What follows belongs to an exercise in optimizing a design on an open flow for small area, a short achievable clock period and few clock cycles; a production flow would make more cautious choices. RTL that was checked went through simulation tests only; none was proved equivalent to the original. For run 2, only the layout was checked, not whether the RTL still works. Power figures rest on the tool's default switching activity, not on a simulated workload.

## flow/config.mk

```make
export PLATFORM = sky130hd
export DESIGN_NAME = core
export DESIGN_NICKNAME = core
export VERILOG_FILES = /design/flow/design.v
export SDC_FILE = /design/flow/constraint.sdc
export NUM_CORES = 8
export LEC_CHECK = 0
export CAP_MARGIN = 20
export CORE_MARGIN = 2
export CORE_UTILIZATION = 60
export PLACE_DENSITY = 0.75
export SLEW_MARGIN = 20
```

## flow/constraint.sdc

```tcl
create_clock -name core_clock -period 10.0 [get_ports {clk}]
set_input_delay 2.0000 -clock core_clock [delete_from_list [all_inputs] [get_ports {clk}]]
set_output_delay 2.0000 -clock core_clock [all_outputs]
set_load 0.01 [all_outputs]
```

## flow/design.v

```verilog
module regfile
(
    input  logic        clk,
    input  logic        async_rst_n,
    input  logic        write_enable,    
    input  logic [4:0]  write_addr,
    input  logic [31:0] write_data,
    input  logic [4:0]  rs1_addr,
    input  logic [4:0]  rs2_addr,
    output logic [31:0] rs1_data,
    output logic [31:0] rs2_data
);
    logic [31:0] rf [1:31];
    logic [31:0] written;    
    genvar i;
    generate
        for (i = 1; i < 32; i = i + 1) begin : g_reg
            always_ff @(posedge clk) begin
                if (write_enable && write_addr == i)
                    rf[i] <= write_data;
            end
            always_ff @(posedge clk or negedge async_rst_n) begin
                if (!async_rst_n)
                    written[i] <= 1'b0;
                else if (write_enable && write_addr == i)
                    written[i] <= 1'b1;
            end
        end
    endgenerate
    assign written[0] = 1'b0;
    logic [31:0] sel1, sel2;
    always_comb begin
        for (int k = 0; k < 32; k++) begin
            sel1[k] = (rs1_addr == k) && written[k];
            sel2[k] = (rs2_addr == k) && written[k];
        end
    end
    always_comb begin
        rs1_data = '0;
        rs2_data = '0;
        for (int k = 1; k < 32; k++) begin
            rs1_data = rs1_data | ({32{sel1[k]}} & rf[k]);
            rs2_data = rs2_data | ({32{sel2[k]}} & rf[k]);
        end
    end
endmodule
module ks_add
#(
    parameter int W = 32
)
(
    input  logic [W-1:0] a,
    input  logic [W-1:0] b,
    input  logic         cin,
    output logic [W-1:0] sum,
    output logic         cout
);
    localparam int L = $clog2(W);
    logic [W-1:0] g [0:L];
    logic [W-1:0] p [0:L];
    logic [W-1:0] p0;
    assign p0 = a ^ b;
    always_comb begin
        g[0] = a & b;
        p[0] = p0;
        g[0][0] = (a[0] & b[0]) | (p0[0] & cin);
        for (int l = 0; l < L; l++) begin
            for (int i = 0; i < W; i++) begin
                if (i >= (1 << l)) begin
                    g[l+1][i] = g[l][i] | (p[l][i] & g[l][i - (1 << l)]);
                    p[l+1][i] = p[l][i] & p[l][i - (1 << l)];
                end
                else begin
                    g[l+1][i] = g[l][i];
                    p[l+1][i] = p[l][i];
                end
            end
        end
    end
    assign sum[0] = p0[0] ^ cin;
    always_comb begin
        for (int i = 1; i < W; i++) sum[i] = p0[i] ^ g[L][i-1];
    end
    assign cout = g[L][W-1];
endmodule
module br_cond
(
    input  logic [31:0] p,
    input  logic [31:0] q,
    input  logic [2:0]  f3,
    output logic        c
);
    always_comb begin
        if (!f3[2])     c = p == q;
        else if (f3[1]) c = p < q;
        else            c = $signed(p) < $signed(q);
    end
endmodule
module core
#(
    parameter PC_WIDTH = 32,
    parameter DATA_WIDTH = 32
)
(
    input  logic        clk,
    input  logic        async_rst_n,
    output logic [PC_WIDTH-1:0]   PC_F,
    input  logic [DATA_WIDTH-1:0] instruction,
    output logic                  write_enable,
    output logic [DATA_WIDTH-1:0] addr,
    output logic [DATA_WIDTH-1:0] data_to_dmem,
    output logic [3:0]            byte_enablers,
    input  logic [DATA_WIDTH-1:0] data_from_dmem
);
    localparam int R_SUM  = 0;
    localparam int R_XOR  = 1;
    localparam int R_OR   = 2;
    localparam int R_AND  = 3;
    localparam int R_SH   = 4;
    localparam int R_SLT  = 5;
    localparam int R_SLTU = 6;
    localparam int R_X    = 7;
    logic        stall_F;
    logic        redirect_E;
    logic [31:2] redirect_pc_E;
    logic        rw_E, ld_E;
    logic [4:0]  rd_E;
    logic        rw_M;
    logic [4:0]  rd_M;
    logic [31:0] res_M, wb_next;
    logic [31:2] pc_q;
    assign PC_F = {pc_q, 2'b00};
    logic [31:0] ir;
    assign ir = instruction;
    logic [4:0] rd_F, rs1_F, rs2_F;
    logic [2:0] f3_F;
    assign rd_F  = ir[11:7];
    assign f3_F  = ir[14:12];
    assign rs1_F = ir[19:15];
    assign rs2_F = ir[24:20];
    logic is_lui, is_auipc, is_jal, is_jalr, is_br, is_load, is_store, is_opimm, is_op;
    assign is_lui   = ir[6:2] == 5'b01101;
    assign is_auipc = ir[6:2] == 5'b00101;
    assign is_jal   = ir[6:2] == 5'b11011;
    assign is_jalr  = ir[6:2] == 5'b11001;
    assign is_br    = ir[6:2] == 5'b11000;
    assign is_load  = ir[6:2] == 5'b00000;
    assign is_store = ir[6:2] == 5'b01000;
    assign is_opimm = ir[6:2] == 5'b00100;
    assign is_op    = ir[6:2] == 5'b01100;
    localparam int BHT_BITS = 3;
    logic [1:0] bht [0:(1<<BHT_BITS)-1];
    logic [BHT_BITS-1:0] bidx_F;
    assign bidx_F = pc_q[BHT_BITS+1:2];
    logic flip_F;
    assign flip_F = bht[bidx_F][1];
    logic pred_F;
    assign pred_F = is_jal || (is_br && (ir[31] ^ flip_F));
    logic [31:2] f_imm;
    always_comb begin
        if (!ir[2])
            f_imm = {{19{ir[31]}}, ir[31], ir[7], ir[30:25], ir[11:9]};
        else if (ir[3])
            f_imm = {{11{ir[31]}}, ir[31], ir[19:12], ir[20], ir[30:22]};
        else
            f_imm = {ir[31:12], 10'b0};
    end
    logic [31:2] f_target, f_seq, f_alt;
    ks_add #(.W(30)) f_add (.a(pc_q), .b(f_imm), .cin(1'b0), .sum(f_target), .cout());
    assign f_seq = pc_q + 30'd1;
    assign f_alt = ((is_br && !pred_F) || is_auipc) ? f_target : f_seq;
    logic        take_t;
    logic [31:2] pc_hold_seq, pc_next;
    assign take_t      = pred_F && !stall_F;
    assign pc_hold_seq = stall_F ? pc_q : f_seq;
    assign pc_next = ({30{redirect_E}} & redirect_pc_E)
                   | ({30{!redirect_E && take_t}} & f_target)
                   | ({30{!redirect_E && !take_t}} & pc_hold_seq);
    always_ff @(posedge clk or negedge async_rst_n) begin
        if (!async_rst_n) pc_q <= '0;
        else              pc_q <= pc_next;
    end
    logic use1, use2, rw_F;
    assign use1 = is_jalr || is_br || is_load || is_store || is_opimm || is_op;
    assign use2 = is_br || is_store || is_op;
    assign rw_F = (is_lui || is_auipc || is_jal || is_jalr || is_load || is_opimm || is_op) && (rd_F != 5'd0);
    logic [7:0] rsel_F;
    logic       sub_F;
    always_comb begin
        rsel_F = '0;
        sub_F  = 1'b0;
        if (is_op || is_opimm) begin
            case (f3_F)
                3'd0: rsel_F[R_SUM]  = 1'b1;
                3'd2: rsel_F[R_SLT]  = 1'b1;
                3'd3: rsel_F[R_SLTU] = 1'b1;
                3'd4: rsel_F[R_XOR]  = 1'b1;
                3'd6: rsel_F[R_OR]   = 1'b1;
                3'd7: rsel_F[R_AND]  = 1'b1;
                default: rsel_F[R_SH] = 1'b1;
            endcase
            sub_F = (is_op && f3_F == 3'd0 && ir[30]) || f3_F == 3'd2 || f3_F == 3'd3;
        end
        else if (is_lui || is_auipc || is_jal || is_jalr)
            rsel_F[R_X] = 1'b1;
        else begin
            rsel_F[R_SUM] = 1'b1;           
            sub_F = is_br;                  
        end
    end
    logic [31:0] rf1, rf2;
    regfile rf_i
    (
        .clk(clk),
        .async_rst_n(async_rst_n),
        .write_enable(rw_M),
        .write_addr(rd_M),
        .write_data(wb_next),
        .rs1_addr(rs1_F),
        .rs2_addr(rs2_F),
        .rs1_data(rf1),
        .rs2_data(rf2)
    );
    logic hit1_M, hit2_M;
    assign hit1_M = rw_M && rd_M == rs1_F;
    assign hit2_M = rw_M && rd_M == rs2_F;
    logic [31:0] imm_I, imm_S, imm_U;
    assign imm_I = {{20{ir[31]}}, ir[31:20]};
    assign imm_S = {{20{ir[31]}}, ir[31:25], ir[11:7]};
    assign imm_U = {ir[31:12], 12'b0};
    logic b_reg;                        
    assign b_reg = is_op || is_br || is_store;
    logic [31:0] a_F, b_F, x_F;
    always_comb begin
        a_F = ({32{hit1_M}} & wb_next)
            | ({32{!hit1_M}} & rf1);
        b_F = ({32{b_reg && hit2_M}} & wb_next)
            | ({32{b_reg && !hit2_M}} & rf2)
            | ({32{!b_reg}} & imm_I);
        x_F = ({32{is_store}} & imm_S)
            | ({32{is_lui}} & imm_U)
            | ({32{!is_store && !is_lui}} & {f_alt, 2'b00});
    end
    assign stall_F = ld_E && ((use1 && rd_E == rs1_F) || (use2 && rd_E == rs2_F));
    logic m1, m2;
    assign m1 = rw_E && rd_E == rs1_F;
    assign m2 = rw_E && rd_E == rs2_F;
    logic k_F;
    assign k_F = f3_F[0] ^ pred_F;
    logic go_F;
    assign go_F = !stall_F && !redirect_E;
    logic        st_E, br_E, jalr_E;
    logic [31:0] a_E, b_E, x_E;
    logic [7:0]  rsel_E;
    logic        sub_E, sra_E, left_E, k_E, bwd_E, pred_E;
    logic [BHT_BITS-1:0] bidx_E;
    logic [2:0]  f3_E;
    logic        fa_M, fb_M, ob_M, ob_E, ob_X;
    always_ff @(posedge clk or negedge async_rst_n) begin
        if (!async_rst_n) begin
            rw_E   <= 1'b0;
            ld_E   <= 1'b0;
            st_E   <= 1'b0;
            br_E   <= 1'b0;
            jalr_E <= 1'b0;
        end
        else begin
            rw_E   <= go_F && rw_F;
            ld_E   <= go_F && is_load && (rd_F != 5'd0);
            st_E   <= go_F && is_store;
            br_E   <= go_F && is_br;
            jalr_E <= go_F && is_jalr;
        end
    end
    always_ff @(posedge clk) begin
        rd_E   <= rd_F;
        a_E    <= a_F;
        b_E    <= b_F;
        x_E    <= x_F;
        rsel_E <= rsel_F;
        sub_E  <= sub_F;
        sra_E  <= ir[30];
        left_E <= !f3_F[2];
        k_E    <= k_F;
        bidx_E <= bidx_F;
        bwd_E  <= ir[31];
        pred_E <= pred_F;
        f3_E   <= f3_F;
        fa_M   <= use1 && m1;
        fb_M   <= b_reg && m2;
        ob_M   <= b_reg && m2 && !is_store;
        ob_E   <= !(b_reg && m2) && !is_store;
        ob_X   <= is_store;
    end
    logic [31:0] a, b;
    assign a = fa_M ? res_M : a_E;
    logic [31:0] bo;
    assign b  = fb_M ? res_M : b_E;
    assign bo = ({32{ob_M}} & res_M) | ({32{ob_E}} & b_E) | ({32{ob_X}} & x_E);
    logic [31:0] sum;
    logic        cout;
    ks_add #(.W(32)) e_add (.a(a), .b(sub_E ? ~bo : bo), .cin(sub_E), .sum(sum), .cout(cout));
    logic lt, ltu;
    assign ltu = !cout;
    assign lt  = ltu ^ a[31] ^ bo[31];
    logic [31:0] sh_in, sh_out, sh;
    always_comb begin
        for (int k = 0; k < 32; k++) sh_in[k] = left_E ? a[31-k] : a[k];
    end
    assign sh_out = 32'($signed({sra_E && !left_E && a[31], sh_in}) >>> bo[4:0]);
    always_comb begin
        for (int k = 0; k < 32; k++) sh[k] = left_E ? sh_out[31-k] : sh_out[k];
    end
    logic [31:0] result_E;
    always_comb begin
        result_E = ({32{rsel_E[R_SUM]}}  & sum)
                 | ({32{rsel_E[R_XOR]}}  & (a ^ bo))
                 | ({32{rsel_E[R_OR]}}   & (a | bo))
                 | ({32{rsel_E[R_AND]}}  & (a & bo))
                 | ({32{rsel_E[R_SH]}}   & sh)
                 | ({32{rsel_E[R_SLT]}}  & {31'b0, lt})
                 | ({32{rsel_E[R_SLTU]}} & {31'b0, ltu})
                 | ({32{rsel_E[R_X]}}    & x_E);
    end
    logic c_EE, c_ME, c_EM, c_MM, cond;
    br_cond cmp_EE (.p(a_E),   .q(b_E),   .f3(f3_E), .c(c_EE));
    br_cond cmp_ME (.p(res_M), .q(b_E),   .f3(f3_E), .c(c_ME));
    br_cond cmp_EM (.p(a_E),   .q(res_M), .f3(f3_E), .c(c_EM));
    assign c_MM = !f3_E[2];             
    always_comb begin
        case ({fa_M, fb_M})
            2'b00: cond = c_EE;
            2'b10: cond = c_ME;
            2'b01: cond = c_EM;
            default: cond = c_MM;
        endcase
    end
    assign redirect_E    = (br_E && (cond ^ k_E)) || jalr_E;
    assign redirect_pc_E = jalr_E ? sum[31:2] : x_E[31:2];
    logic [31:0] sd_E;
    logic [3:0]  be_E;
    always_comb begin
        case (f3_E[1:0])
            2'd0: begin
                sd_E = {4{b[7:0]}};
                be_E = 4'b0001 << sum[1:0];
            end
            2'd1: begin
                sd_E = {2{b[15:0]}};
                be_E = sum[1] ? 4'b1100 : 4'b0011;
            end
            default: begin
                sd_E = b;
                be_E = 4'b1111;
            end
        endcase
    end
    logic        ld_M, we_M;
    logic [2:0]  f3_M;
    logic [31:0] sd_M;
    logic [3:0]  be_M;
    always_ff @(posedge clk or negedge async_rst_n) begin
        if (!async_rst_n) begin
            rw_M <= 1'b0;
            ld_M <= 1'b0;
            we_M <= 1'b0;
        end
        else begin
            rw_M <= rw_E;
            ld_M <= ld_E;
            we_M <= st_E;
        end
    end
    always_ff @(posedge clk) begin
        rd_M  <= rd_E;
        f3_M  <= f3_E;
        res_M <= result_E;
        sd_M  <= sd_E;
        be_M  <= be_E;
    end
    assign write_enable  = we_M;
    assign addr          = res_M;
    assign data_to_dmem  = sd_M;
    assign byte_enablers = be_M;
    logic [7:0]  ld_byte;
    logic [15:0] ld_half;
    logic [31:0] ld_data;
    always_comb begin
        case (res_M[1:0])
            2'd0: ld_byte = data_from_dmem[7:0];
            2'd1: ld_byte = data_from_dmem[15:8];
            2'd2: ld_byte = data_from_dmem[23:16];
            default: ld_byte = data_from_dmem[31:24];
        endcase
        ld_half = res_M[1] ? data_from_dmem[31:16] : data_from_dmem[15:0];
        case (f3_M)
            3'd0: ld_data = {{24{ld_byte[7]}}, ld_byte};
            3'd1: ld_data = {{16{ld_half[15]}}, ld_half};
            3'd4: ld_data = {24'b0, ld_byte};
            3'd5: ld_data = {16'b0, ld_half};
            default: ld_data = data_from_dmem;
        endcase
    end
    assign wb_next = ld_M ? ld_data : res_M;
    logic taken_E;
    assign taken_E = pred_E ^ (cond ^ k_E);
    always_ff @(posedge clk or negedge async_rst_n) begin
        if (!async_rst_n) begin
            for (int j = 0; j < (1<<BHT_BITS); j++) bht[j] <= 2'b00;
        end
        else if (br_E) begin
            if (taken_E != bwd_E) begin
                if (bht[bidx_E] != 2'b11) bht[bidx_E] <= bht[bidx_E] + 2'b01;
            end
            else if (bht[bidx_E] != 2'b00) bht[bidx_E] <= bht[bidx_E] - 2'b01;
        end
    end
endmodule
```

## flow/flow/run.sh

```bash
#!/bin/bash
set -euo pipefail
mapfile -t ARGS < flow/make_args
bash standard.sh "${ARGS[@]}" finish > standard_flow.log 2>&1
```

## flow/flow/make_args

```
SETUP_SLACK_MARGIN=6.0
CTS_ARGS=-sink_clustering_enable -repair_clock_nets -dont_use_dummy_load -buf_list sky130_fd_sc_hd__clkbuf_16 -sink_clustering_size 25 -sink_clustering_max_diameter 60
```

## flow/standard.sh

```bash
#!/bin/bash
# synth_recipe.tcl (not shown) runs the flow's synth.tcl, then flattens the netlist and writes it again
# the make line also repeats each setting of config.mk as NAME=value (left out here)
make -C /OpenROAD-flow-scripts/flow DESIGN_CONFIG=/design/flow/config.mk WORK_HOME=/design/flow/orfs CLKGATE_MAP_FILE= SYNTH_SCRIPT=/design/flow/synth_recipe.tcl "${@:-finish}"
```

==> results of run 1 <==
Yosys cell counts (all sizes together), types with 31 or more instances:
| master | number |
|---|---|
| a21o | 60 |
| a21oi | 248 |
| a221o | 47 |
| a221oi | 287 |
| a222oi | 104 |
| a22o | 282 |
| a22oi | 386 |
| and3 | 82 |
| buf | 63 |
| clkbuf | 379 |
| dfrtp | 85 |
| dfxtp | 202 |
| edfxtp | 992 |
| ha | 226 |
| inv | 160 |
| mux2i | 105 |
| nand2 | 343 |
| nand3 | 167 |
| nand4 | 130 |
| nor2 | 271 |
| nor2b | 31 |
| nor3 | 92 |
| o211ai | 35 |
| o21ai | 260 |
| or2 | 40 |
| xnor2 | 114 |
| xor2 | 54 |
worst max-delay path by stage:
| stage | end | slack (ns) | depth (start not counted) |
|---|---|---|---|
| floorplan | x_E[29] | 5.37 | 15 |
| CTS | b_E[9] | 5.65 | 12 |
| finish | x_E[29] | 5.56 | 20 |
| detailed placement | x_E[30] | 3.94 | 15 |
| global placement | x_E[30] | 3.94 | 15 |
| global route | x_E[29] | 5.50 | 20 |
worst max-delay path, cell delays in order:
cell	delay, ns
buf_12	0.10
buf_12	0.12
buf_8	0.12
buf_6	0.10
nand3_2	0.07
o21ai_4	0.07
ha_4	0.16
buf_4	0.12
buf_4	0.12
a21o_1	0.19
a21oi_2	0.23
o21ai_2	0.11
a21oi_2	0.24
o221ai_4	0.16
a41oi_2	0.28
o21ai_2	0.13
xor2_2	0.21
nand2_1	0.07
o21ai_0	0.09
a221o_1	0.32
final cells by class:
type                            instances  area share (%)
Antenna cell                           35           0.112
Sequential cell                      1279            46.2
Tap cell                             1403            2.25
Clock buffer                           95            3.04
Timing Repair inverter                  3          0.0288
Timing Repair Buffer                  685            9.55
Inverter                              162           0.878
Multi-Input combinational cell       3700            37.9
flip-flops by register name, indices dropped and copies added, names as in the netlist, 3 cells and up:
name and count:
rf_i.rf 992, a_E 32, b_E 32, res_M 32, sd_M 32, x_E 32
rf_i.written 31, pc_q 30, bht 16, rsel_E 8, rd_E 5, rd_M 5
be_M 4, bidx_E 3, f3_E 3, f3_M 3
placed cells by master, fill, tap and decap left out, drive strengths merged, types with 135 or more instances in the layout:
cell           synthesis  layout
edfxtp               992     992
buf                   63     512
a22oi                386     386
nand2                343     344
a221oi               287     287
nor2                 271     284
a22o                 282     282
o21ai                260     262
a21oi                248     248
ha                   226     226
dfxtp                202     202
nand3                167     167
inv                  160     156
clkdlybuf4s50          0     135
power groups by stage:
stage          clock network [mW]  registers, mW  logic (mW)
6_report                     3.48           7.09        4.68
5_1_grt                      3.58           7.07        4.82
4_1_cts                      3.40           7.01        4.03
3_5_place_dp                    0           7.11        3.52
3_3_place_gp                    0           7.11        3.45
2_1_floorplan                   0           6.86        2.15
timing repair:
action,CTS,global route
buffers inserted,175,146
setup endpoints to repair,876,815
gates resized for setup,550,387
cloned,36,20
pin swaps,136,189
logic make-up after synthesis:
family | synth area share [%]
flip-flops | 55.7
other | 0.00581
AO/OA/AOI/OAI | 21.7
AND/OR/NAND/NOR | 9.38
multiplexers | 2.96
XOR/XNOR | 2.28
buffers and inverters | 3.59
adder cells (fa/ha/maj) | 4.44
metal layers:
metal  vias to the layer above  GRT usage, %  wire length [µm]  part of all wire, %
li1                      22900             -                 -                    -
met1                     29200          60.8             94500                   29
met2                      7884          75.2            124000                   38
met3                      3032          31.7             61300                   19
met4                        65          47.5             43600                   13
met5                         -          8.08              1980                 0.61
==> flow_summary.ini, run 1 <==
[run_status]
status = no timing/DRC/antenna violations

[die]
fp.dieW_um = 332
start_util_pct = 60.4
die_h_um = 332
row_count = 120
dieArea_um2 = 110000
core_um2 = 107000
ioPinCount = 167

[global_route]
grt_pass1_wl_um = 427000
gr-total-overflow = 0
antenna_found_initial = 29
grt_max_degree = 64
grtUsageTotal_pct = 55.2
grt_pass1_vias = 56300

[clock_network]
clk_latency_ns = 0.78
cts_root_buf = clkbuf_16
clk_pin_slew_ns = 0.07
clock_sinks = 1279
cts_tree = yes
clk_path_buf_depth = 3
htreeDepth = 3
cts_hold_buffers = 0
cts-buffers-inserted = 95

[min_path]
min_path_type = reg -> reg
hold_start = st_E
worstHoldEndpoint = we_M
hold_depth = 0

[logic_synthesis]
synthTopCellsByArea = edfxtp_1 46%, dfxtp_1 6.3%, a22oi_1 4.5%, ha_1 4.4%, a221oi_1 3.9%
synth-main-ff-cell = edfxtp_1
synth_top_area_share_pct = 46.1
netlist_area_um2 = 64600
yosysSeqAreaShare_pct = 55.7
async_flop_share_pct = 6.65
synth-edff-count = 992
synth.distinct_cells = 85
yosysTopAreaCell = edfxtp_1
synth_warnings = 12
synthCells = 5558
ys_ff_latch = 1279
synth.avg_cell_area_um2 = 11.6

[route]
num_vias = 63000
drtIter0Drc = 16800
routed_via_density = 8.56
drc = 0
first_pass_iters = 22
wl_per_cell_um = 44.2
drt_wl_total_um = 326000
drt.antenna.violating_nets = 0

[final_layout]
fin_nets = 6220
drive_above_1_share_pct = 21.8
area_delta_synth_final_pct = 20.9
multiInputGateArea_um2 = 29600
stdcell_count = 7362
fin_util_pct = 73.0
final.fill_count = 7030
register_area_um2 = 36100
fin_area_um2 = 78100

[worst_setup_path]
crit_path_start = instruction[2]
rr_startpoint = ob_M
rrSetupSlack_ns = 5.65
path_max_fanout = 4
worst_setup_path_start_kind = primary input
crit_arrival_ns = 5.03
rr_worst_depth = 18
crit_type = in -> reg
cp_data_required_time_ns = 10.58
timing.rr.end = pc_q[22]
cp-end-kind = flip-flop

[sta]
tightest_slew_ns = 1.29
fmax_mhz = 225
finClkSkew_ns = 0.142
fin_crit_ns = 4.44
drv_slew = 0
maxSlewHeadroom_pct = 13.9
setup_tns_ns = 0
whs_ns = 0.359
fin_crit_sh_pct = 44.4
grt_setup_unrepaired = true
hold_viol_final = 0
setup_slack_ns = 5.56
setup_viol = 0

[place]
io_buffers = 162
dpl.hpwl_um = 174000
place_ws_ns = 3.94
dp_cells = 6853
place_area_um2 = 68300
globalplace.congestion = 1.04

[power]
ir_drop_mv = 0.189
combPwrFrac_pct = 30.7
p_int_mw = 9.95
switching_power_mw = 5.30
swShare_pct = 34.7
p_clk_share_pct = 22.8
powerDensity_nw_per_um2 = 195
seqPwrFrac_pct = 46.5
p_leak_nw = 28.6
finalPower_mw = 15.2

[job]
drv_cap = 0
Testbench counts, summed over its fixed seeds: cycles 57,539.
==> inputs of run 2 (changes only) <==
--- a/flow/design.v
+++ b/flow/design.v
@@ -83,18 +83,17 @@
     end
     assign cout = g[L][W-1];
 endmodule
-module br_cond
+module br_cmp
 (
     input  logic [31:0] p,
     input  logic [31:0] q,
-    input  logic [2:0]  f3,
-    output logic        c
+    output logic        eq,
+    output logic        lt,
+    output logic        ltu
 );
-    always_comb begin
-        if (!f3[2])     c = p == q;
-        else if (f3[1]) c = p < q;
-        else            c = $signed(p) < $signed(q);
-    end
+    assign eq  = p == q;
+    assign ltu = p < q;
+    assign lt  = $signed(p) < $signed(q);
 endmodule
 module core
 #(
@@ -148,27 +147,37 @@
     assign is_store = ir[6:2] == 5'b01000;
     assign is_opimm = ir[6:2] == 5'b00100;
     assign is_op    = ir[6:2] == 5'b01100;
-    localparam int BHT_BITS = 3;
-    logic [1:0] bht [0:(1<<BHT_BITS)-1];
-    logic [BHT_BITS-1:0] bidx_F;
-    assign bidx_F = pc_q[BHT_BITS+1:2];
-    logic flip_F;
-    assign flip_F = bht[bidx_F][1];
     logic pred_F;
-    assign pred_F = is_jal || (is_br && (ir[31] ^ flip_F));
-    logic [31:2] f_imm;
+    assign pred_F = is_jal || (is_br && ir[31]);
+    logic [20:2] f_imm;
+    always_comb begin
+        if (!ir[2])    
+            f_imm = {{9{ir[31]}}, ir[7], ir[30:25], ir[11:9]};
+        else           
+            f_imm = {ir[31], ir[19:12], ir[20], ir[30:22]};
+    end
+    logic [20:2] f_lo;
+    logic        f_c;
+    ks_add #(.W(19)) f_add (.a(pc_q[20:2]), .b(f_imm), .cin(1'b0), .sum(f_lo), .cout(f_c));
+    logic [31:21] pc_hi_p1, pc_hi_m1, f_hi;
+    assign pc_hi_p1 = pc_q[31:21] + 11'd1;
+    assign pc_hi_m1 = pc_q[31:21] - 11'd1;
+    always_comb begin
+        case ({ir[31], f_c})
+            2'b01:   f_hi = pc_hi_p1;
+            2'b10:   f_hi = pc_hi_m1;
+            default: f_hi = pc_q[31:21];
+        endcase
+    end
+    logic [31:2] f_target, f_seq, f_alt, f_auipc;
+    assign f_target = {f_hi, f_lo};
+    assign f_seq    = pc_q + 30'd1;
+    assign f_auipc  = {pc_q[31:12] + ir[31:12], pc_q[11:2]};
     always_comb begin
-        if (!ir[2])
-            f_imm = {{19{ir[31]}}, ir[31], ir[7], ir[30:25], ir[11:9]};
-        else if (ir[3])
-            f_imm = {{11{ir[31]}}, ir[31], ir[19:12], ir[20], ir[30:22]};
-        else
-            f_imm = {ir[31:12], 10'b0};
-    end
-    logic [31:2] f_target, f_seq, f_alt;
-    ks_add #(.W(30)) f_add (.a(pc_q), .b(f_imm), .cin(1'b0), .sum(f_target), .cout());
-    assign f_seq = pc_q + 30'd1;
-    assign f_alt = ((is_br && !pred_F) || is_auipc) ? f_target : f_seq;
+        if (is_auipc)                f_alt = f_auipc;
+        else if (is_br && !ir[31])   f_alt = f_target;
+        else                         f_alt = f_seq;
+    end
     logic        take_t;
     logic [31:2] pc_hold_seq, pc_next;
     assign take_t      = pred_F && !stall_F;
@@ -205,7 +214,7 @@
             rsel_F[R_X] = 1'b1;
         else begin
             rsel_F[R_SUM] = 1'b1;           
-            sub_F = is_br;                  
+            sub_F = 1'b0;                   
         end
     end
     logic [31:0] rf1, rf2;
@@ -241,19 +250,36 @@
             | ({32{is_lui}} & imm_U)
             | ({32{!is_store && !is_lui}} & {f_alt, 2'b00});
     end
+    logic go_F;
+    assign go_F = !stall_F && !redirect_E;
     assign stall_F = ld_E && ((use1 && rd_E == rs1_F) || (use2 && rd_E == rs2_F));
     logic m1, m2;
     assign m1 = rw_E && rd_E == rs1_F;
     assign m2 = rw_E && rd_E == rs2_F;
     logic k_F;
     assign k_F = f3_F[0] ^ pred_F;
-    logic go_F;
-    assign go_F = !stall_F && !redirect_E;
-    logic        st_E, br_E, jalr_E;
+    logic fa_F, fb_F;
+    assign fa_F = use1 && m1;
+    assign fb_F = b_reg && m2;
+    logic [2:0] case_F, kind_F;         
+    assign case_F = {!fa_F && fb_F, fa_F && !fb_F, !fa_F && !fb_F};
+    assign kind_F = {f3_F[2] && f3_F[1], f3_F[2] && !f3_F[1], !f3_F[2]};
+    logic [8:0] pos_F, neg_F;
+    always_comb begin
+        for (int c = 0; c < 3; c++)
+            for (int t = 0; t < 3; t++) begin
+                pos_F[3*c+t] = go_F && is_br && case_F[c] && kind_F[t] && !k_F;
+                neg_F[3*c+t] = go_F && is_br && case_F[c] && kind_F[t] && k_F;
+            end
+    end
+    logic mpc_F;
+    assign mpc_F = go_F && is_br && fa_F && fb_F && (!f3_F[2] ^ k_F);
+    logic        st_E, jalr_E;
+    logic [8:0]  pos_E, neg_E;
+    logic        mpc_E;
     logic [31:0] a_E, b_E, x_E;
     logic [7:0]  rsel_E;
-    logic        sub_E, sra_E, left_E, k_E, bwd_E, pred_E;
-    logic [BHT_BITS-1:0] bidx_E;
+    logic        sub_E, sra_E, left_E;
     logic [2:0]  f3_E;
     logic        fa_M, fb_M, ob_M, ob_E, ob_X;
     always_ff @(posedge clk or negedge async_rst_n) begin
@@ -261,33 +287,33 @@
             rw_E   <= 1'b0;
             ld_E   <= 1'b0;
             st_E   <= 1'b0;
-            br_E   <= 1'b0;
             jalr_E <= 1'b0;
+            pos_E  <= '0;
+            neg_E  <= '0;
+            mpc_E  <= 1'b0;
         end
         else begin
             rw_E   <= go_F && rw_F;
             ld_E   <= go_F && is_load && (rd_F != 5'd0);
             st_E   <= go_F && is_store;
-            br_E   <= go_F && is_br;
             jalr_E <= go_F && is_jalr;
+            pos_E  <= pos_F;
+            neg_E  <= neg_F;
+            mpc_E  <= mpc_F;
         end
     end
     always_ff @(posedge clk) begin
         rd_E   <= rd_F;
         a_E    <= a_F;
-        b_E    <= b_F;
+        b_E    <= sub_F ? ~b_F : b_F;    
         x_E    <= x_F;
         rsel_E <= rsel_F;
         sub_E  <= sub_F;
         sra_E  <= ir[30];
         left_E <= !f3_F[2];
-        k_E    <= k_F;
-        bidx_E <= bidx_F;
-        bwd_E  <= ir[31];
-        pred_E <= pred_F;
         f3_E   <= f3_F;
-        fa_M   <= use1 && m1;
-        fb_M   <= b_reg && m2;
+        fa_M   <= fa_F;
+        fb_M   <= fb_F;
         ob_M   <= b_reg && m2 && !is_store;
         ob_E   <= !(b_reg && m2) && !is_store;
         ob_X   <= is_store;
@@ -296,13 +322,13 @@
     assign a = fa_M ? res_M : a_E;
     logic [31:0] bo;
     assign b  = fb_M ? res_M : b_E;
-    assign bo = ({32{ob_M}} & res_M) | ({32{ob_E}} & b_E) | ({32{ob_X}} & x_E);
+    assign bo = ({32{ob_M}} & (res_M ^ {32{sub_E}})) | ({32{ob_E}} & b_E) | ({32{ob_X}} & x_E);
     logic [31:0] sum;
     logic        cout;
-    ks_add #(.W(32)) e_add (.a(a), .b(sub_E ? ~bo : bo), .cin(sub_E), .sum(sum), .cout(cout));
+    ks_add #(.W(32)) e_add (.a(a), .b(bo), .cin(sub_E), .sum(sum), .cout(cout));
     logic lt, ltu;
     assign ltu = !cout;
-    assign lt  = ltu ^ a[31] ^ bo[31];
+    assign lt  = ltu ^ a[31] ^ !bo[31];    
     logic [31:0] sh_in, sh_out, sh;
     always_comb begin
         for (int k = 0; k < 32; k++) sh_in[k] = left_E ? a[31-k] : a[k];
@@ -322,20 +348,11 @@
                  | ({32{rsel_E[R_SLTU]}} & {31'b0, ltu})
                  | ({32{rsel_E[R_X]}}    & x_E);
     end
-    logic c_EE, c_ME, c_EM, c_MM, cond;
-    br_cond cmp_EE (.p(a_E),   .q(b_E),   .f3(f3_E), .c(c_EE));
-    br_cond cmp_ME (.p(res_M), .q(b_E),   .f3(f3_E), .c(c_ME));
-    br_cond cmp_EM (.p(a_E),   .q(res_M), .f3(f3_E), .c(c_EM));
-    assign c_MM = !f3_E[2];             
-    always_comb begin
-        case ({fa_M, fb_M})
-            2'b00: cond = c_EE;
-            2'b10: cond = c_ME;
-            2'b01: cond = c_EM;
-            default: cond = c_MM;
-        endcase
-    end
-    assign redirect_E    = (br_E && (cond ^ k_E)) || jalr_E;
+    logic [8:0] r;
+    br_cmp cmp_EE (.p(a_E),   .q(b_E),   .eq(r[0]), .lt(r[1]), .ltu(r[2]));
+    br_cmp cmp_ME (.p(res_M), .q(b_E),   .eq(r[3]), .lt(r[4]), .ltu(r[5]));
+    br_cmp cmp_EM (.p(a_E),   .q(res_M), .eq(r[6]), .lt(r[7]), .ltu(r[8]));
+    assign redirect_E    = |(pos_E & r) || |(neg_E & ~r) || mpc_E || jalr_E;
     assign redirect_pc_E = jalr_E ? sum[31:2] : x_E[31:2];
     logic [31:0] sd_E;
     logic [3:0]  be_E;
@@ -359,6 +376,7 @@
     logic [2:0]  f3_M;
     logic [31:0] sd_M;
     logic [3:0]  be_M;
+    logic [31:0] addr_M;              
     always_ff @(posedge clk or negedge async_rst_n) begin
         if (!async_rst_n) begin
             rw_M <= 1'b0;
@@ -375,24 +393,25 @@
         rd_M  <= rd_E;
         f3_M  <= f3_E;
         res_M <= result_E;
+        addr_M <= sum;
         sd_M  <= sd_E;
         be_M  <= be_E;
     end
     assign write_enable  = we_M;
-    assign addr          = res_M;
+    assign addr          = addr_M;
     assign data_to_dmem  = sd_M;
     assign byte_enablers = be_M;
     logic [7:0]  ld_byte;
     logic [15:0] ld_half;
     logic [31:0] ld_data;
     always_comb begin
-        case (res_M[1:0])
+        case (addr_M[1:0])
             2'd0: ld_byte = data_from_dmem[7:0];
             2'd1: ld_byte = data_from_dmem[15:8];
             2'd2: ld_byte = data_from_dmem[23:16];
             default: ld_byte = data_from_dmem[31:24];
         endcase
-        ld_half = res_M[1] ? data_from_dmem[31:16] : data_from_dmem[15:0];
+        ld_half = addr_M[1] ? data_from_dmem[31:16] : data_from_dmem[15:0];
         case (f3_M)
             3'd0: ld_data = {{24{ld_byte[7]}}, ld_byte};
             3'd1: ld_data = {{16{ld_half[15]}}, ld_half};
@@ -402,17 +421,4 @@
         endcase
     end
     assign wb_next = ld_M ? ld_data : res_M;
-    logic taken_E;
-    assign taken_E = pred_E ^ (cond ^ k_E);
-    always_ff @(posedge clk or negedge async_rst_n) begin
-        if (!async_rst_n) begin
-            for (int j = 0; j < (1<<BHT_BITS); j++) bht[j] <= 2'b00;
-        end
-        else if (br_E) begin
-            if (taken_E != bwd_E) begin
-                if (bht[bidx_E] != 2'b11) bht[bidx_E] <= bht[bidx_E] + 2'b01;
-            end
-            else if (bht[bidx_E] != 2'b00) bht[bidx_E] <= bht[bidx_E] - 2'b01;
-        end
-    end
 endmodule
==> flow/flow/make_args (replaced) <==
SETUP_SLACK_MARGIN=5.5
CTS_ARGS=-sink_clustering_enable -repair_clock_nets -dont_use_dummy_load -buf_list sky130_fd_sc_hd__clkbuf_16 -sink_clustering_size 25 -sink_clustering_max_diameter 60
--- a/flow/config.mk
+++ b/flow/config.mk
@@ -7,6 +7,6 @@
 export LEC_CHECK = 0
 export CAP_MARGIN = 20
 export CORE_MARGIN = 2
-export CORE_UTILIZATION = 60
-export PLACE_DENSITY = 0.75
+export CORE_UTILIZATION = 40
+export PLACE_DENSITY = 0.6
 export SLEW_MARGIN = 20
==> run 2 against run 1 <==
  * Utilization shrank 27 points
  * Sequential power grew 0.7%
  * Hold slack lost 0.026 ns
  * Largest cell class unchanged
==> flow_summary.ini, run 2 <==
[clock_network]
cts_root_buf = clkbuf_16
clk_latency_ns = 0.83
clock_sinks = 1307
clk_path_buf_depth = 3
cts-buffers-inserted = 106
htreeDepth = 3
clk_pin_slew_ns = 0.05
cts_hold_buffers = 0
cts_tree = yes

[logic_synthesis]
synth.most_common_cell = edfxtp_1
synth-edff-count = 992
synth.avg_cell_area_um2 = 11.6
synth_warnings = 10
netlist_area_um2 = 66000
synth.distinct_cells = 85
synth_commonest_cells = 992 x edfxtp_1, 358 x clkbuf_1, 341 x a22oi_1, 309 x a221oi_1, 305 x nor2_1
synthTopCellsByArea = edfxtp_1 45%, dfxtp_1 6.9%, a221oi_1 4.1%, ha_1 4.0%, a22o_1 3.9%
yosysTopAreaCell = edfxtp_1
synth-main-ff-cell = edfxtp_1
synth_top_area_share_pct = 45.1
ys_ff_latch = 1307
synthCells = 5685
yosysSeqAreaShare_pct = 55.3
async_flop_share_pct = 6.66

[die]
start_util_pct = 40.2
fp.dieW_um = 410
dieArea_um2 = 168000
core_um2 = 164000
row_count = 149
ioPinCount = 167
die_h_um = 410

[global_route]
grt_pass1_vias = 54600
grtUsageTotal_pct = 37.7
grt_max_degree = 64
antenna_found_initial = 19
grt_pass1_wl_um = 443000
gr-total-overflow = 0

[power]
swShare_pct = 34.3
p_leak_nw = 26.7
powerDensity_nw_per_um2 = 203
seqPwrFrac_pct = 46.4
ir_drop_mv = 0.164
p_int_mw = 10.1
combPwrFrac_pct = 29.1
finalPower_mw = 15.4
p_clk_share_pct = 24.5
switching_power_mw = 5.27

[sta]
setup_slack_ns = 4.30
grt_setup_unrepaired = true
setup_tns_ns = 0
fmax_mhz = 176
drv_slew = 0
hold_viol_final = 0
setup_viol = 0
fin_crit_ns = 5.70
maxSlewHeadroom_pct = 17.3
finClkSkew_ns = 0.165
tightest_slew_ns = 1.24
fin_crit_sh_pct = 57.0

[worst_setup_path]
slowest_delay_ns = 0.44
cp-end-kind = flip-flop
rr_worst_depth = 22
cp_cell_sequence = clkdlybuf4s15_2 -> ha_1 -> nor3_1 -> nor2_1 -> nand4_1 -> o21ba_4 -> o21ai_4 -> a31oi_4 -> o21ai_2 -> a21o_1 -> a21oi_2 -> ha_4 -> fa_2 -> a21o_1 -> a21oi_4 -> buf_4 -> o2111ai_2 -> a21oi_2 -> xnor2_2 -> a22oi_2 -> xnor2_1 -> nor2_1 -> nor4_1
crit_type = in -> reg
cp_data_required_time_ns = 10.63
crit_path_top_delay_cell = ha_1
path_max_fanout = 5
worst_setup_path_start_kind = primary input
rrSetupSlack_ns = 5.43
crit_arrival_ns = 6.33
rr_startpoint = pc_q[6]
timing.rr.end = x_E[31]

[final_layout]
mostFrequentLayoutCells = 992 x edfxtp_1, 336 x a22oi_1, 305 x a221oi_1, 295 x a22o_1, 275 x a21oi_1
area_delta_synth_final_pct = 14.5
register_area_um2 = 36500
final.fill_count = 14800
final_common_cell = edfxtp_1
largest_register_ff_count = 992
fin_nets = 6064
drive_above_1_share_pct = 14.4
top_register = rf_i.rf
multiInputGateArea_um2 = 29000

[route]
drt_wl_total_um = 330000
wl_per_cell_um = 41.3
first_pass_iters = 14
drt.antenna.violating_nets = 0
drtIter0Drc = 12800
num_vias = 59000
routed_via_density = 7.38
drc = 0

[min_path]
min_path_type = reg -> reg
hold_start = f3_E[2]
hold_depth = 0
worstHoldEndpoint = f3_M[2]

[place]
place_ws_ns = 2.43
dpl.hpwl_um = 199000
io_buffers = 162
globalplace.congestion = 1.03

[run_status]
status = no timing/DRC/antenna violations

[job]
drv_cap = 0
## run 2: changes by cell type in the layout (fill, tap and decap cells not counted), moves of 29 or more
cell      previous run  this run
a21oi_1            202       275
a221o_1             47        17
a221oi_1           248       305
a221oi_2            38         4
a22oi_1            380       336
buf_12              77        10
buf_4              346       218
dfxtp_1            140       216
dfxtp_2             51        11
mux2_2              20        49
mux2i_1             97       158
nand2_1            326       262
nor2_1             216       264
xor2_1              49        82
## run 2: kinds of logic (layout without fill, tap and decap cells)
group | after synthesis | in the layout | synth area share, %
AO/OA/AOI/OAI | 1893 | 1895 | 21.4
XOR/XNOR | 167 | 167 | 2.21
adder cells (fa/ha/maj) | 214 | 214 | 4.11
buffers and inverters | 627 | 721 | 3.66
flip-flops | 1307 | 1307 | 55.3
multiplexers | 238 | 238 | 4.05
other | 1 | 15 | 0.00568
AND/OR/NAND/NOR | 1238 | 1238 | 9.26
## run 2: timing repair
item	4_1_cts	5_1_grt
buffers inserted	30	22
setup endpoints to repair	260	216
cloned	4	2
gates resized for setup	252	154
pin swaps	55	67
## run 2: final cells by class
type / count / share of cell area [%]
antenna: 13 / 0.0430
clock buffer: 106 / 3.51
inverter: 180 / 0.940
multi-input combinational: 3754 / 38.3
sequential: 1307 / 48.4
tap: 2189 / 3.62
timing repair buffer: 431 / 5.18
timing repair inverter: 4 / 0.0364
## run 2: metrics by stage
step	std cells	utilization (%)	hold slack, ns	area [µm²]
after floorplan	5686	-	0.310	66300
after global placement	7807	43.1	0.314	70900
after detailed placement	7807	43.1	0.320	70900
after CTS	7947	45.5	0.333	74800
after global routing	7971	45.9	0.335	75600
final	7984	46.0	0.333	75600
## run 2: routing by layer
layer / GRT usage [%] / routed length [µm] / vias up
met4: 27.6 / 32900 / 10
met3: 14.3 / 50400 / 1874
met1: 44.8 / 110000 / 28300
met2: 55.4 / 136000 / 5977
met5: 0.0862 / 232 / -
li1: - / - / 22800
## run 2: worst max-delay path by stage
stage | start | to | depth (start not counted)
finish | instruction[26] | x_E[31] | 23
global route | instruction[31] | pc_q[31] | 24
CTS | instruction[23] | pc_q[29] | 24
detailed placement | instruction[22] | pc_q[29] | 23
global placement | instruction[22] | pc_q[29] | 23
floorplan | instruction[2] | pc_q[29] | 23
## run 2: power groups by stage
stage	registers (mW)	logic, mW	clock network [mW]
2_1_floorplan	6.97	2.35	0
3_3_place_gp	7.21	3.86	0
3_5_place_dp	7.21	3.90	0
4_1_cts	7.10	4.14	3.74
5_1_grt	7.14	4.73	3.93
6_report	7.14	4.47	3.76
## run 2: worst max-delay path: cells and delay by family
family / cells / cell delay [ns]
compound gates: 11 / 1.80
xor+xnor: 2 / 0.32
fa+ha+maj: 3 / 0.99
buf+inv: 2 / 0.49
simple gates: 5 / 0.72

==> static timing again, ports no longer ideal <==
The results above use ideal ports. As a check the final layouts listed here were re-extracted and re-timed, cells and wires unchanged. Step 1 assumes that a clkbuf_16 drives the clock port and a buf_2 every other input. Step 2 times the ports against the registers' clock, not the clock port: input delays grow and output delays shrink by t, the midpoint of the rising clock arrivals with the driver on. a / b / c = ideal / step 1 / step 2; a / b = the first two.
run	shift t [ns]	slack for setup (ns)	worst setup path after step 2	worst register clock-pin slew, ns
run 1	0.787	5.557 / 5.592 / 4.805	input to register	0.10 / 0.10
run 2	0.817	4.303 / 4.344 / 3.527	input to register	0.10 / 0.10
After both steps every run listed still meets setup and hold. The setup slack of run 2, which loses most, moves by +0.041 ns with the drivers and by -0.776 ns with both steps.
